Background: an optimization exercise with open tools, aiming at small area, a short achievable clock period and few clock cycles. Do not read the settings as production practice. No functional check of the RTL was part of any run shown here. No activity file was given, so power comes from the tool's default toggle rates.

## flow/design.v (module list and top-level ports; edited modules follow where they fit)
// module mmult: 4814 lines
// module mmult_fa: 4 lines
// module mmult_ha: 4 lines
// module mmult_ho: 4 lines
module mmult#(parameter MATRIX_SIZE = 3,
              parameter INPUT_UNIT_LEN = 8,
              parameter OUTPUT_UNIT_LEN = INPUT_UNIT_LEN*2+1)
             (input clk,
              input reset_n,
              input enable,
              input [0:9*INPUT_UNIT_LEN-1] A_mat,
              input [0:9*INPUT_UNIT_LEN-1] B_mat,
              output valid,
              output wire [0:9*OUTPUT_UNIT_LEN-1] C_mat);
  // ...
==> flow/run.sh <==
#!/bin/bash
# synth_recipe.tcl (not shown) runs the flow's synth.tcl, then flattens the netlist and writes it again
# the make line also repeats each setting of config.mk as NAME=value (left out here)
make -C /OpenROAD-flow-scripts/flow DESIGN_CONFIG=/design/flow/config.mk WORK_HOME=/design/flow/orfs CLKGATE_MAP_FILE= SYNTH_SCRIPT=/design/flow/synth_recipe.tcl finish
==> flow/config.mk <==
export PLATFORM = sky130hd
export DESIGN_NAME = mmult
export DESIGN_NICKNAME = mmult
export VERILOG_FILES = /design/flow/design.v
export SDC_FILE = /design/flow/constraint.sdc
export NUM_CORES = 4
export LEC_CHECK = 0
export CAP_MARGIN = 30
export CORE_MARGIN = 2
export CORE_UTILIZATION = 40
export SLEW_MARGIN = 45
export SYNTH_HIERARCHICAL = 1
==> flow/constraint.sdc <==
create_clock -name core_clock -period 8.0 [get_ports {clk}]
set_input_delay 1.6000 -clock core_clock [delete_from_list [all_inputs] [get_ports {clk}]]
set_output_delay 1.6000 -clock core_clock [all_outputs]
set_load 0.01 [all_outputs]
==> results.ini, run 1 <==
[finish]
fin_nets = 6645
nFillCells = 11600
seq_cell_count = 352
n_clock_buffer = 60
num_antenna_cells = 8

[worst_setup_path]
crit_family = adder cells
cp_common_cell = fa_1
critical_path_class = reg2out
crit_path_end = C_mat[68]

[floorplanning]
die_area_um2 = 129000

[placement]
gp_congestion = 0.880
dp.cells = 6484

[logic_synthesis]
synth_ff_type = dfxtp_1
yosysWarnings = 7
synth_top_family_by_area = adder cells

[power_and_ir_drop]
p_sw_uw = 13500
power.group.top = combinational cells
powerDensity_nw_per_um2 = 500
p_seq_uw = 3170

[sta]
tightest_slew_ps = 872

[min_path]
hp-start = enable
min_path_cells = 2

[global_routing]
grt_pass1_wl_um = 264000
grt_pass1_vias = 42000

[route]
routedWlPerCell_um = 26.2
avgViaCountPerCell = 5.64

[clocking]
cts_root_buffer = clkbuf_16

[outcome]
outcome = no timing/DRC/antenna violations

==> run 2: changes to the inputs <==
--- a/flow/config.mk
+++ b/flow/config.mk
@@ -8,5 +8,6 @@
 export CAP_MARGIN = 30
 export CORE_MARGIN = 2
 export CORE_UTILIZATION = 40
+export SETUP_SLACK_MARGIN = 3.5
 export SLEW_MARGIN = 45
 export SYNTH_HIERARCHICAL = 1
==> results.ini, run 2 <==
[outcome]
outcome = no timing/DRC/antenna violations

[floorplanning]
coreArea_um2 = 125000
initial_core_util_pct = 40.2
die_w_um = 358
die_area_um2 = 129000  ; unchanged
io_pins = 301
rows = 130
die_height_um = 358

[finish]
layout_commonest_cell = nand2_1
layout_common_cells = nand2_1 (1756), fa_1 (1473), dfxtp_1 (331)
final_layout_size_suffix_gt1_share_pct = 13.2
final_area_um2 = 58700
fin_nets = 6713  ; +1.0%
nFillCells = 11400  ; -1.9%
stdcell_count = 6652
area_growth_pct = 16.8

[logic_synthesis]
synth.area.top_cells = fa_1 (59%), dfxtp_1 (14%), nand2_1 (13%)
synth_ff_type = dfxtp_1
yosysUniqueCellTypes = 62
synth_common_cells = nand2_1 (1762), fa_1 (1485), dfxtp_1 (352)
synthDominantCellAreaShare_pct = 59.1
yosysWarnings = 7  ; unchanged
yosysTopAreaCell = fa_1
yosysMostFrequentCell = nand2_1
synthArstFlopShare_pct = 0
synth_edf_count = 0
syn_nets = 6510
synth_seq_cells = 352
syn_area_um2 = 50300
netlist_instances = 4752
syn_area_per_cell_um2 = 10.6
ys_seq_area_share_pct = 14.0

[min_path]
hp-class = in2reg
min_path_cells = 2  ; unchanged
hp-start = enable

[clocking]
cts.path.max_buffers = 3
cts_tree = built
clk_pin_slew_ps = 60
cts-htree-levels = 2
cts_root_buffer = clkbuf_16
cts_buffers = 48
clock_sinks = 352

[worst_setup_path]
start_kind = flop
cp_max_fo = 3
arrival_ps = 3710
cp-startpoint = e11_q[25]
critical_path_class = reg2out
end_kind = output pin
crit_required_ps = 6400

[sta]
rsz0062_at_grt = true
hold_viol_final = 0
slew_headroom_pct = 42.2
tightest_slew_ps = 867  ; -4.64 ps
finalSetupViolCount = 0
tns_ps = 0
maxSlewViolCount = 0
holdWs_ps = 1540
period_minus_slack_ps = 5310
fin_crit_sh_pct = 66.3
fin_ws_ps = 2690
fmax_mhz = 188

[route]
wl_met1_um = 65000
drt_iter0_markers = 3330
highest_layer = met5
firstDrtPassIters = 5
drtAntennaViolNets = 0
drt_wl_total_um = 175000
wl_met2_um = 80900
routedWlPerCell_um = 26.2  ; +0.29%
num_vias = 37500
drc = 0
dr_wl_met3_um = 18400
avgViaCountPerCell = 5.64  ; about the same

[global_routing]
grt_pass1_wl_um = 268000  ; +1.2%
antenna_found_initial = 8
grt_pass1_vias = 42600  ; +1.4%
grtUsageTotal_pct = 28.2
grt_overflow = 0
grt_max_degree = 25

[power_and_ir_drop]
ir_drop_mv = 0.701
powerDensity_nw_per_um2 = 561  ; +12%
p_leak_uw = 0.0219

[placement]
dp_slack_ps = 2440
placed_area_um2 = 54600
place_hpwl_um = 124000
numPortBuffers = 300
dp.cells = 6484  ; unchanged
gp_congestion = 0.880  ; unchanged

[flow_run]
max_cap_violations = 0

## run 2: cell counts after synthesis
Identical to the previous run, type by type.
## run 2: what timing repair did
action,4_1_cts,5_1_grt
gates cloned,0,0
buffers inserted,43,25
hold buffers,0,0
setup endpoints to repair,214,175
resized for setup,571,213
pin swaps,117,108
## run 2: cell families (layout without fill, tap and decap cells)
group | count (synthesis) | in the layout | synth area share (%)
and+or+nand+nor | 1899 | 1899 | 14.8
DFF | 352 | 352 | 14.0
adders and majority gates | 1611 | 1611 | 62.3
other | 0 | 9 | 0
buffers and inverters | 577 | 818 | 4.31
muxes | 1 | 1 | 0.0199
AOI/OAI and AO/OA | 201 | 201 | 2.69
xor gates and xnor gates | 111 | 111 | 1.93
## run 2: power breakdown
| part | switching (uW) | internal (uW) | leakage (uW) | total [uW] |
|---|---|---|---|---|
| Sequential | 475 | 2720 | 0.00296 | 3200 |
| Combinational | 14600 | 13000 | 0.0182 | 27500 |
| Clock | 927 | 1300 | 0.000778 | 2220 |
| Total | 16000 | 17000 | 0.0219 | 33000 |
## run 2: worst max-delay path, stage by stage (launching register included)
cell      delay (ps)
dfxtp_2          320
fa_1             490
fa_1             530
inv_2             50
ha_4             220
and4b_1          240
a221oi_2         320
nand3b_1         140
a21oi_2          200
xor2_2           350
buf_2            210
## run 2: stage by stage
stage / total power, uW / utilization [%]
2_1_floorplan: 15900 / -
3_3_place_gp: 26000 / 43.5
3_5_place_dp: 26100 / 43.6
4_1_cts: 31000 / 46.0
5_1_grt: 35800 / 46.9
6_report: 33000 / 46.9
## run 2: final timing paths
kind,to
hold / removal,valid_store
setup / recovery,C_mat[68]
## run 2: final cells by class
type / count / area [um^2] / area share [%]
Timing Repair Buffer: 446 / 4090 / 6.96
Antenna cell: 9 / 22.5 / 0.0384
Clock buffer: 60 / 1350 / 2.29
Clock inverter: 28 / 269 / 0.458
Sequential cell: 352 / 7070 / 12.0
Multi-Input combinational cell: 3823 / 42800 / 72.9
Inverter: 284 / 1070 / 1.82
Tap cell: 1650 / 2060 / 3.52
## run 2: modules after synthesis, one instance, submodules excluded
module / copies in the design / cell area, um^2
mmult: 1 / 19900
mmult_fa: 1485 / 20.0
mmult_ho: 27 / 23.8
## run 2: metal layers
metal  track usage, %  up-vias
li1                 -    14700
met1             36.5    19600
met2             45.0     2492
met3             6.69      680
met4             13.2        2
met5                0        -
==> run 3: changes to the inputs <==
--- a/flow/config.mk
+++ b/flow/config.mk
@@ -8,6 +8,6 @@
 export CAP_MARGIN = 30
 export CORE_MARGIN = 2
 export CORE_UTILIZATION = 40
-export SETUP_SLACK_MARGIN = 3.5
+export SETUP_SLACK_MARGIN = 3.0
 export SLEW_MARGIN = 45
 export SYNTH_HIERARCHICAL = 1
==> results.ini, run 3 <==
[sta]
fmax_mhz = 188  ; about the same
holdWs_ps = 1540  ; +3.40 ps
finalSetupViolCount = 0  ; unchanged
fin_crit_sh_pct = 66.3  ; about the same
tns_ps = 0  ; unchanged
rsz0062_at_grt = true
hold_viol_final = 0  ; unchanged
period_minus_slack_ps = 5310  ; -0.140 ps
tightest_slew_ps = 877  ; +9.41 ps
fin_ws_ps = 2690  ; +0.140 ps
slew_headroom_pct = 41.5  ; -0.63 points
maxSlewViolCount = 0  ; unchanged

[logic_synthesis]
yosysMostFrequentCell = nand2_1
yosysTopAreaCell = fa_1
ys_seq_area_share_pct = 14.0  ; unchanged
synth_edf_count = 0  ; unchanged
synth_ff_type = dfxtp_1
synthDominantCellAreaShare_pct = 59.1  ; unchanged
netlist_instances = 4752  ; unchanged
syn_nets = 6510  ; unchanged
synthArstFlopShare_pct = 0  ; unchanged
synth.area.top_cells = fa_1 (59%), dfxtp_1 (14%), nand2_1 (13%)
yosysUniqueCellTypes = 62  ; unchanged
synth_common_cells = nand2_1 (1762), fa_1 (1485), dfxtp_1 (352)
syn_area_um2 = 50300  ; unchanged
synth_seq_cells = 352  ; unchanged
yosysWarnings = 7  ; unchanged
syn_area_per_cell_um2 = 10.6  ; unchanged

[clocking]
cts_buffers = 48  ; unchanged
clk_pin_slew_ps = 60  ; about the same
clock_sinks = 352  ; unchanged
ctsHoldBuffers = 0  ; unchanged
cts-htree-levels = 2  ; unchanged
cts_tree = built
cts_root_buffer = clkbuf_16
cts.path.max_buffers = 3  ; unchanged

[finish]
final_layout_size_suffix_gt1_share_pct = 10.2  ; -3.1 points
area_growth_pct = 14.3
layout_commonest_cell = nand2_1
fin_nets = 6684  ; -0.43%
layout_common_cells = nand2_1 (1760), fa_1 (1480), dfxtp_1 (344)
final_area_um2 = 57500  ; -2.2%

[worst_setup_path]
arrival_ps = 3710  ; about the same
end_kind = output pin
critical_path_class = reg2out
cp_max_fo = 4  ; +1
crit_required_ps = 6400  ; about the same
start_kind = flop

[floorplanning]
rows = 130  ; unchanged
die_height_um = 358  ; unchanged
initial_core_util_pct = 40.2  ; unchanged
die_area_um2 = 129000  ; unchanged
die_w_um = 358  ; unchanged
coreArea_um2 = 125000  ; unchanged
io_pins = 301  ; unchanged

[global_routing]
grt_pass1_wl_um = 266000  ; -0.51%
grt_overflow = 0  ; unchanged
antenna_found_initial = 9  ; +1
grt_pass1_vias = 42300  ; -0.65%
grt_max_degree = 25  ; unchanged
grtUsageTotal_pct = 28.1  ; -0.12 points

[route]
drt_wl_total_um = 173000  ; -0.84%
firstDrtPassIters = 6  ; +1
routedWlPerCell_um = 26.1  ; -0.41%
num_vias = 37300  ; -0.49%
drtAntennaViolNets = 0  ; unchanged
drt_iter0_markers = 3332  ; +0.060%
drc = 0  ; unchanged
avgViaCountPerCell = 5.64  ; about the same

[placement]
placed_area_um2 = 54600  ; unchanged
place_hpwl_um = 124000  ; unchanged
gp_congestion = 0.880  ; unchanged
numPortBuffers = 300  ; unchanged
dp_slack_ps = 2440  ; unchanged

[power_and_ir_drop]
fin_total_pwr_uw = 30500  ; -7.5%
powerDensity_nw_per_um2 = 531  ; -5.5%
ir_drop_mv = 0.753  ; +7.4%
p_leak_uw = 0.0215  ; -1.9%

[min_path]
min_path_cells = 2  ; unchanged
hp-class = in2reg

[outcome]
outcome = no timing/DRC/antenna violations

[flow_run]
max_cap_violations = 0  ; unchanged

==> run 3: cell counts after synthesis <==
No cell type changed its count.
==> run 3: final timing paths <==
kind / from / to
worst max-delay path: e11_q[27] / C_mat[68]
worst min-delay path: enable / valid_store
==> run 3: per-module statistics from Yosys (local to each module, per instance) <==
module    flip-flops and latches  cell area [um^2]  cells  times used
mmult                        352             19900   3159           1
mmult_fa                       0              20.0      1        1485
mmult_ho                       0              23.8      4          27
==> run 3: cells by family (layout without fill, tap and decap cells) <==
kind of cell / after synthesis / after routing / synth area share (%)
xor gates and xnor gates: 111 / 111 / 1.93
other: 0 / 9 / 0
AOI/OAI and AO/OA: 201 / 201 / 2.69
buffers and inverters: 577 / 789 / 4.31
muxes: 1 / 1 / 0.0199
DFF: 352 / 352 / 14.0
adders and majority gates: 1611 / 1611 / 62.3
and+or+nand+nor: 1899 / 1899 / 14.8
==> run 3: timing repair <==
| item | CTS | global route |
|---|---|---|
| endpoints found under the setup margin | 67 | 56 |
| buffers inserted | 17 | 22 |
| hold endpoints to repair | 0 | 0 |
| pin swaps | 70 | 69 |
| resized for setup | 303 | 111 |
==> run 3: metal layers <==
layer / vias up / track usage (%) / routed length (um)
met5: - / 0 / 10
met4: 2 / 13.0 / 10100
met3: 673 / 6.76 / 18600
met2: 2497 / 44.7 / 80000
met1: 19500 / 36.4 / 64500
li1: 14600 / - / -
==> run 3: per-stage QoR <==
stage / cells / util, %
2_1_floorplan: 4752 / -
3_3_place_gp: 6476 / 43.5
3_5_place_dp: 6484 / 43.6
4_1_cts: 6589 / 45.5
5_1_grt: 6621 / 45.9
6_report: 6623 / 45.9
==> run 3: cell type report <==
| type | instances | area (um^2) |
|---|---|---|
| fillers | 11500 | 67600 |
| inverters | 284 | 1070 |
| well taps | 1650 | 2060 |
| clock inverters | 28 | 269 |
| flip-flops and latches | 352 | 7060 |
| clock buffers | 60 | 1350 |
| repair buffers | 417 | 3560 |
| diodes | 9 | 22.5 |
| multi-input cells | 3823 | 42100 |
==> run 3: where the power goes <==
| group | switching [uW] | internal [uW] |
|---|---|---|
| Sequential | 463 | 2720 |
| Clock | 920 | 1300 |
| Combinational | 13500 | 11600 |
| Total | 14900 | 15600 |
==> run 3: worst max-delay path, cell delays in order (launching register included) <==
cell      delay, ps
dfxtp_2         320
fa_1            500
fa_1            550
inv_2            50
ha_4            220
and4b_2         250
a221oi_4        270
nand3b_1        140
a21oi_2         210
xor2_2          350
buf_2           210

what the ideal ports hide:
No port has a modelled driver above. Below, the same layouts with a new extraction and two added sets of constraints. Step 1: set_driving_cell puts a clkbuf_16 on clk and a buf_2 on each other input, an assumption about the parent block. Step 2 times the ports against the registers' clock, not the clock port: input delays grow and output delays shrink by t, the midpoint of the rising clock arrivals with the driver on. a / b / c = ideal ports / drivers / drivers and shift; a / b = the first two.
run | t (ns) | setup slack, ns | hold slack, ns | worst data-port slew with drivers (ns)
run 1 | 0.704 | 1.833 / 1.758 / 2.374 | 1.535 / 1.483 / 2.187 | 0.10
run 2 | 0.704 | 2.692 / 2.617 / 2.852 | 1.536 / 1.483 / 2.112 | 0.09
run 3 | 0.704 | 2.692 / 2.617 / 2.360 | 1.539 / 1.486 / 2.105 | 0.10
After both steps setup and hold are still met in every run listed. The setup slack of run 3, which loses most, moves by -0.075 ns with the drivers and by -0.332 ns with both steps.
